This design comes from an exercise in tuning for small area and a short achievable clock period on the open sky130 flow, not from production work. In this exercise RTL edits were held to simulation tests only and were not proved equivalent to the original. Power and IR drop assume default switching activity.

`flow/run.sh`:
```
#!/bin/bash
# synth_recipe.tcl (not shown) runs the flow's synth.tcl, then flattens the netlist and writes it again
# the make line also repeats each setting of config.mk as NAME=value (left out here)
make -C /OpenROAD-flow-scripts/flow DESIGN_CONFIG=/design/flow/config.mk WORK_HOME=/design/flow/orfs CLKGATE_MAP_FILE= SYNTH_SCRIPT=/design/flow/synth_recipe.tcl finish
```
`flow/config.mk`:
```
export PLATFORM = sky130hd
export DESIGN_NAME = compute_in_memory
export DESIGN_NICKNAME = compute_in_memory
export VERILOG_FILES = /design/flow/design.v
export SDC_FILE = /design/flow/constraint.sdc
export NUM_CORES = 4
export LEC_CHECK = 0
export CAP_MARGIN = 30
export CORE_MARGIN = 2
export CORE_UTILIZATION = 65
export CTS_CLUSTER_DIAMETER = 80
export CTS_CLUSTER_SIZE = 25
export SETUP_SLACK_MARGIN = 4.35
export SLEW_MARGIN = 20
export TNS_END_PERCENT = 100
```
`flow/constraint.sdc`:
```
create_clock -name core_clock -period 7.0 [get_ports {clk}]
set_input_delay 1.4000 -clock core_clock [delete_from_list [all_inputs] [get_ports {clk}]]
set_output_delay 1.4000 -clock core_clock [all_outputs]
set_load 0.01 [all_outputs]
```
`flow/design.v`:
```
module just_add (a, b, sub, take, other, d);
    input  [16:0] a;
    input  [7:0]  b;
    input         sub;
    input         take;
    input  [16:0] other;
    output [16:0] d;
    wire       sa  = a[16];
    wire       sw  = b[7];
    wire [6:0] m   = b[6:0];
    wire [8:0] hi  = a[15:7];
    wire [6:0] x   = a[6:0] ^ {7{sub}};
    wire [6:0] g = x & m;
    wire [6:0] p = x ^ m;
    reg [6:0] G, P;
    reg       term;
    integer i, j, k;
    always @(*) begin
        for (i = 0; i < 7; i = i + 1) begin
            G[i] = 1'b0;
            P[i] = 1'b1;
            for (k = 0; k <= i; k = k + 1)
                P[i] = P[i] & p[k];
            for (j = 0; j <= i; j = j + 1) begin
                term = g[j];
                for (k = j + 1; k <= i; k = k + 1)
                    term = term & p[k];
                G[i] = G[i] | term;
            end
        end
    end
    wire [6:0] s0 = p ^ {G[5:0], 1'b0};
    wire [6:0] s1 = p ^ {G[5:0] | P[5:0], 1'b1};
    wire       co = G[6];
    wire [8:0] hi_inc = hi + 9'd1;
    wire [8:0] hi_dec = hi - 9'd1;
    wire       hz     = ~|hi;
    wire       ltm    = sub & hz & co;                        
    wire       eq     = sub & hz & P[6];                      
    wire [8:0] hi_co  = sub ? (hz ? hi : hi_dec) : hi_inc;    
    wire [6:0] q  = a[6:0] ^ m;
    wire [6:0] cl = ltm ? ~({G[5:0] | P[5:0], 1'b1}) : {G[5:0], 1'b0};
    wire [6:0] lo_1 = take ? ~q : other[6:0];
    wire [6:0] lo_0 = take ?  q : other[6:0];
    wire [6:0] lo;
    genvar n;
    generate
        for (n = 0; n < 7; n = n + 1) begin : lsel
            assign lo[n] = cl[n] ? lo_1[n] : lo_0[n];
        end
    endgenerate
    wire [8:0] hn_1 = take ? hi_co : other[15:7];
    wire [8:0] hn_0 = take ? hi    : other[15:7];
    wire [8:0] hn   = co ? hn_1 : hn_0;
    wire       s_1 = take ? sw : other[16];
    wire       s_0 = take ? (sa & ~eq) : other[16];
    wire       s   = ltm ? s_1 : s_0;
    assign d = {s, hn, lo};
endmodule
module compute_in_memory(clk, reset, ld_en, ld_weight, eff_tag, aff_tag, read_en, swap, fifo_empty, busy, req_deq, fired_tag, i_tag, i_out, state_out);
    input clk, reset, swap, fifo_empty, read_en, ld_en;
    input [3:0] fired_tag, i_tag, eff_tag, aff_tag;
    input [7:0] ld_weight;
    output req_deq, busy;
    output [1:0] state_out;
    output [16:0] i_out;
    localparam WAIT_TAG = 2'b00, FETCH_WEIGHT = 2'b01, COMPUTE_I_NEXT = 2'b11, SWAP = 2'b10;
    reg [1:0]  st;
    reg        acc_e;        
    reg        acc_o;        
    reg [15:0] sel_e;        
    reg [15:0] sel_o;        
    reg        busy_r, req_r;
    reg [15:0] rd_oh;        
    reg [16:0] i_out_reg;
    reg [16:0] i_next [0:15];
    reg [16:0] i      [0:15];
    reg [7:0]  w      [0:255];
    assign state_out = st;
    assign req_deq   = req_r;
    assign busy      = busy_r;
    assign i_out     = i_out_reg;
    wire go       = !reset && !ld_en;
    wire do_even  = go && (st == FETCH_WEIGHT);
    wire do_swap  = go && (st == SWAP);
    wire ld_tag   = go && !fifo_empty && (st == WAIT_TAG || st == COMPUTE_I_NEXT);
    reg [1:0] st_nx;
    always @(*) begin
        st_nx = st;
        if (reset)
            st_nx = WAIT_TAG;
        else if (!ld_en) begin
            case (st)
                WAIT_TAG:       st_nx = !fifo_empty ? FETCH_WEIGHT : (swap ? SWAP : WAIT_TAG);
                FETCH_WEIGHT:   st_nx = COMPUTE_I_NEXT;
                COMPUTE_I_NEXT: st_nx = !fifo_empty ? FETCH_WEIGHT : WAIT_TAG;
                SWAP:           st_nx = WAIT_TAG;
            endcase
        end
    end
    always @(posedge clk) begin
        st     <= st_nx;
        busy_r <= (st_nx != WAIT_TAG);
        req_r  <= (st_nx == FETCH_WEIGHT);
    end
    always @(posedge clk) begin
        acc_e  <= do_even;
        acc_o  <= !reset && acc_e;
    end
    integer t;
    always @(posedge clk) begin
        for (t = 0; t < 16; t = t + 1)
            sel_e[t] <= (ld_tag && fired_tag == t) || (!ld_tag && !do_even && sel_e[t]);
        sel_o <= do_even ? sel_e : 16'd0;
    end
    reg [15:0] p_row, p_col;
    reg [7:0]  p_d;
    integer u;
    always @(posedge clk) begin
        for (u = 0; u < 16; u = u + 1) begin
            p_row[u] <= reset || (ld_en && (eff_tag == u));
            p_col[u] <= reset || (aff_tag == u);
        end
        p_d   <= ld_weight & {8{!reset}};
    end
    genvar r, c;
    generate
        for (r = 0; r < 16; r = r + 1) begin : wrow
            for (c = 0; c < 16; c = c + 1) begin : wcol
                always @(posedge clk)
                    if (p_row[r] && p_col[c]) w[16*r+c] <= p_d;
            end
        end
    endgenerate
    wire p_row_hit = |(sel_e & p_row);
    wire rot = acc_e || acc_o;      
    wire sw_nr    = do_swap && !rot;
    wire hold_nr  = !reset && !rot && !do_swap;
    wire ihold_nr = !reset && !(do_swap && !rot);
    generate
        for (c = 0; c < 8; c = c + 1) begin : col
            reg [7:0] rowv;
            reg [7:0] row_h;
            reg       sub_h;
            integer k;
            always @(*) begin
                rowv = 8'd0;
                for (k = 0; k < 16; k = k + 1)
                    rowv = rowv | (w[16*k+2*c] & {8{sel_e[k]}}) | (w[16*k+2*c+1] & {8{sel_o[k]}});
                rowv = (rowv & {8{!(p_row_hit && p_col[2*c])}}) |
                       (p_d  & {8{p_row_hit && p_col[2*c]}});
            end
            wire sa_nx = rot ? i_next[2*c+1][16] : i_next[2*c][16];
            always @(posedge clk) begin
                row_h <= rowv;
                sub_h <= sa_nx ^ rowv[7];
            end
            wire        take  = !reset && (acc_e || acc_o);
            wire [16:0] r1_ot = ({17{sw_nr}} & {i_next[2*c+1][16], 1'b0, i_next[2*c+1][15:1]}) |
                                ({17{hold_nr}} & i_next[2*c+1]);
            wire [16:0] r1_d;
            just_add u_add (.a(i_next[2*c]), .b(row_h), .sub(sub_h), .take(take), .other(r1_ot), .d(r1_d));
            always @(posedge clk) begin
                i_next[2*c+1] <= r1_d;
                i_next[2*c]   <= ({17{take}} & i_next[2*c+1]) |
                                 ({17{sw_nr}} & {i_next[2*c][16], 1'b0, i_next[2*c][15:1]}) |
                                 ({17{hold_nr}} & i_next[2*c]);
                i[2*c]        <= ({17{sw_nr}} & i_next[2*c])   | ({17{ihold_nr}} & i[2*c]);
                i[2*c+1]      <= ({17{sw_nr}} & i_next[2*c+1]) | ({17{ihold_nr}} & i[2*c+1]);
            end
        end
    endgenerate
    wire [15:0] rsel = reset ? 16'd1 : rd_oh;
    reg [16:0] iv;
    integer q;
    always @(*) begin
        iv = 17'd0;
        for (q = 0; q < 16; q = q + 1)
            iv = iv | (i[q] & {17{rsel[q]}});
    end
    always @(posedge clk) begin
        i_out_reg <= iv;
        if (reset)
            rd_oh <= 16'd1;
        else if (read_en)
            for (q = 0; q < 16; q = q + 1)
                rd_oh[q] <= (i_tag == q);
    end
endmodule
```
==> metrics.csv <==
stage,metric,value,unit
outcome,outcome,timing/DRC/antenna clean,
synthesis,yosysSeqAreaShare,72.09,%
detailed_routing,first_pass_iters,9,
global_routing,globalRouteOverflowTotal,0,
clocking,max-clock-path-buffers,3,
floorplanning,dieArea,165500,um^2
sta,setup_viol,0,
synthesis,yosys.area.top_type_share,58.29,%
global_routing,grt_usage,40.52,%
clocking,cts_root_buffer,clkbuf_16,
floorplanning,placementRows,147,
cells_and_area,reg_top3,"w (2048), i (272), i_next (272)",
sta,fin_ws,4.234,ns
critical_path,crit_path_cell_trace,xor2_2 -> ha_1 -> a21o_1 -> a221o_1 -> o31ai_4 -> or4_4 -> mux2i_1 -> xnor2_1 -> o21ai_1,
sta,slew_viol_final,0,
sta,hold_violations,0,
critical_path,critical-path-max-stage-delay,0.42,ns
floorplanning,core_region_area,160900,um^2
placed_design,portBuffers,50,
sta,finClkSkew,0.04112,ns
cells_and_area,area_growth_syn_to_layout,8.397,%
cells_and_area,multi_input_area,27320,um^2
clocking,cts_sinks,2775,
synthesis,yosysTopAreaCell,edfxtp_1,
sta,period_share,39.51,%
floorplanning,io_pins,51,
floorplanning,die_height,406.9,um
synthesis,synth_fp_nets,7296,
global_routing,grt_pass1_vias,64260,
detailed_routing,antenna_left,0,
cells_and_area,n_fill_cell,10540,
detailed_routing,via_count,69780,
cells_and_area,final-seq-area,76300,um^2
sta,fmax,361.5,MHz
detailed_routing,drc_errors,0,
sta,tns,0,ns
global_routing,grt_pass1_wl,475.1,mm
hold_path,hold_path.class,flip-flop to flip-flop,
synthesis,synthSimpleGateAreaFrac,6.122,%
global_routing,antenna_found_initial,19,
cells_and_area,regMostFlops,w,
cells_and_area,largest_reg_flops,2048,
critical_path,cp-end-kind,flip-flop,
critical_path,critical_path_class,flip-flop to flip-flop,
synthesis,synth_top_family_by_area,compound AO/OA/AOI/OAI gates,
clocking,clkSlewWorstSetupHoldPaths,0.10,ns
synthesis,synth_area,105500,um^2
clocking,tritoncts,yes,
critical_path,cp.required,7.67,ns
placed_design,place.gp.congestion,0.8913,
synthesis,ys_top_cells_by_area,"edfxtp_1 58%, dfxtp_1 14%, a22oi_1 5.4%",
placed_design,post-place-ws,2.504,ns
detailed_routing,first_iter_violations,13710,
sta,tightest_slew,1.109,ns
pwr,power,35.44,mW
sta,rsz0062_at_grt,true,
clocking,numCtsBuffers,136,
detailed_routing,vias_per_cell,7.487,
cells_and_area,drive_gt1_share,9.027,%
sta,min_period,2.766,ns
critical_path,crit_slowest_cell,dfxtp_4,
synthesis,synth_compound_area_share,15.81,%
pwr,ir_drop,0.0002853,V
critical_path,cp-start-kind,flip-flop,
floorplanning,initial_core_util,65.55,%
synthesis,synth_xor_area_share,1.876,%
floorplanning,die_x,406.9,um
detailed_routing,wl_per_cell,36.78,um
clocking,cts_hold_buf,0,
global_routing,grt_max_degree,199,
synthesis,muxShareOfSynthArea,0.4187,%
synthesis,ys_ff_latch,2775,
flow_run,drv_cap,0,
clocking,htree_levels,4,
pwr,powerDensity,309.9,nW/um^2
cells_and_area,final_nets,7155,
sta,relSlewSlack,25.95,%
synthesis,post_synth_num_cell_types,90,
synthesis,synth_cells,7182,
synthesis,syn_avg_cell_area,14.69,um^2
synthesis,synth-main-ff-cell,edfxtp_1,
synthesis,yosys.area_share.adder,0.9963,%
critical_path,worstPathMaxFanout,6,
synthesis,synth_edf_count,2048,
synthesis,ys_warn_count,8,
detailed_routing,totalWireLength,342.8,mm
synthesis,ys_async_sr_fraction,0,%
clocking,clk_latency,0.83,ns
placed_design,dp.final_hpwl,197.2,mm
critical_path,cp.arrival,3.44,ns
pwr,p_leak,37.51,nW
==> final cells by class <==
class | count | share of cell area, %
sequential | 2775 | 66.72
multi-input combinational | 3678 | 23.89
clock buffer | 188 | 3.377
timing repair buffer | 254 | 2.583
tap | 2160 | 2.363
inverter | 196 | 0.6477
clock inverter | 32 | 0.3359
antenna | 37 | 0.08097
==> logic make-up after synthesis <==
group                    Yosys count
adder cells (fa/ha/maj)           84
AO/OA/AOI/OAI                   2150
AND/OR/NAND/NOR                 1171
flip-flops                      2775
buffers and inverters            732
XOR/XNOR                         226
multiplexers                      44
==> critical path: cells and delay by family (launching register included) <==
family | cells | cell delay, ns
compound gates | 4 | 1.03
flops | 1 | 0.42
xor+xnor | 2 | 0.33
fa+ha+maj | 1 | 0.31
simple gates | 1 | 0.31
mux | 1 | 0.24
==> worst paths after layout <==
path                         startpoint              endpoint  slack [ns]  depth (start not counted)
hold reg to reg   i_next[6][16]$_DFF_P_      i[6][16]$_DFF_P_        0.48                          2
setup reg to reg   col[1].sub_h$_DFF_P_  i_next[3][3]$_DFF_P_        4.23                          9
hold / removal    i_next[6][16]$_DFF_P_      i[6][16]$_DFF_P_        0.48                          2
setup / recovery   col[1].sub_h$_DFF_P_  i_next[3][3]$_DFF_P_        4.23                          9
==> cells in the mapped netlist, types with 6 or more instances <==
cell      instances
a211oi_1         10
a21o_1           14
a21oi_1         139
a221oi_1        255
a222oi_1        138
a22o_1          514
a22oi_1         758
a31oi_1          16
and2_1          260
and3_1           49
buf_1           116
buf_2            41
clkbuf_1        373
dfxtp_1         727
edfxtp_1       2048
ha_1             84
inv_1           196
mux2i_1          43
nand2_1         189
nand2b_1         25
nand3_1          49
nand3b_1         15
nand4_1         226
nor2_1          169
nor2b_1          25
nor3_1           91
nor4_1           20
o21a_1           12
o21ai_0         199
o21ai_1          14
o21bai_1          8
o31ai_1          14
o32ai_1          12
or2_2             7
or4_1             6
xnor2_1         131
xor2_1           95
==> what timing repair did <==
item | in CTS | in global routing
pin swaps | 18 | 32
setup endpoints to repair | 576 | 437
hold endpoints to repair | 0 | 0
gates resized for setup | 233 | 108
cloned | 12 | 12
buffers inserted | 35 | 28
==> cell usage in the layout (no fill, tap or decap), drive strengths merged, types with 139 or more instances in the layout <==
master | netlist | layout
and2 | 260 | 260
a22oi | 758 | 758
nand2 | 189 | 190
clkbuf | 373 | 199
nor2 | 169 | 170
edfxtp | 2048 | 2048
a221oi | 255 | 255
a22o | 515 | 515
buf | 163 | 212
nand4 | 226 | 226
dfxtp | 727 | 727
o21ai | 213 | 213
a21oi | 139 | 139
inv | 196 | 206
==> routing by layer <==
metal,track usage (%),vias up,share of wire [%]
li1,-,28340,-
met3,10.40,900,14
met5,0,-,0.0088
met4,16.96,4,4.8
met2,60.38,5908,45
met1,57.20,34620,36
==> per-stage QoR <==
| stage | instance area (um^2) | hold slack [ns] | util, % | cells |
|---|---|---|---|---|
| floorplan | 106000 | 0.4401 | - | 7182 |
| global placement | 107900 | 0.4551 | 67.02 | 8971 |
| global route | 114300 | 0.4965 | 71.00 | 9287 |
| finish | 114400 | 0.4817 | 71.06 | 9320 |
| detailed placement | 108000 | 0.4549 | 67.08 | 8976 |
| CTS | 113400 | 0.4804 | 70.45 | 9243 |
==> power by group <==
part           switching, mW  internal (mW)  total, mW
Sequential             0.792           19.0       19.8
Combinational           4.02           2.35       6.36
Clock                   5.20           4.07       9.27

==> static timing again, ports no longer ideal <==
Ports are ideal in the flow. The routed layout listed here was re-timed in OpenROAD.
Step 1, drivers: a clkbuf_16 drives clk and a buf_2 each remaining input, both assumed.
Step 2 adds t to the input delays and takes it off the output delays; t is the mean of the earliest and latest rising clock arrival at the registers after step 1. Input paths then give back, and output paths get back, about the clock's delay inside the block.
a / b / c = ideal ports / drivers / drivers and shift; a / b = the first two.
shift t [ns]: 0.897
slack for setup (ns): 4.234 / 4.199 / 3.543
worst setup path at the end: input to register
worst data-port slew with drivers (ns): 0.07
After both steps setup and hold are still met in this run. For this run, drivers alone change the setup slack by -0.035 ns; drivers and shift together by -0.691 ns.
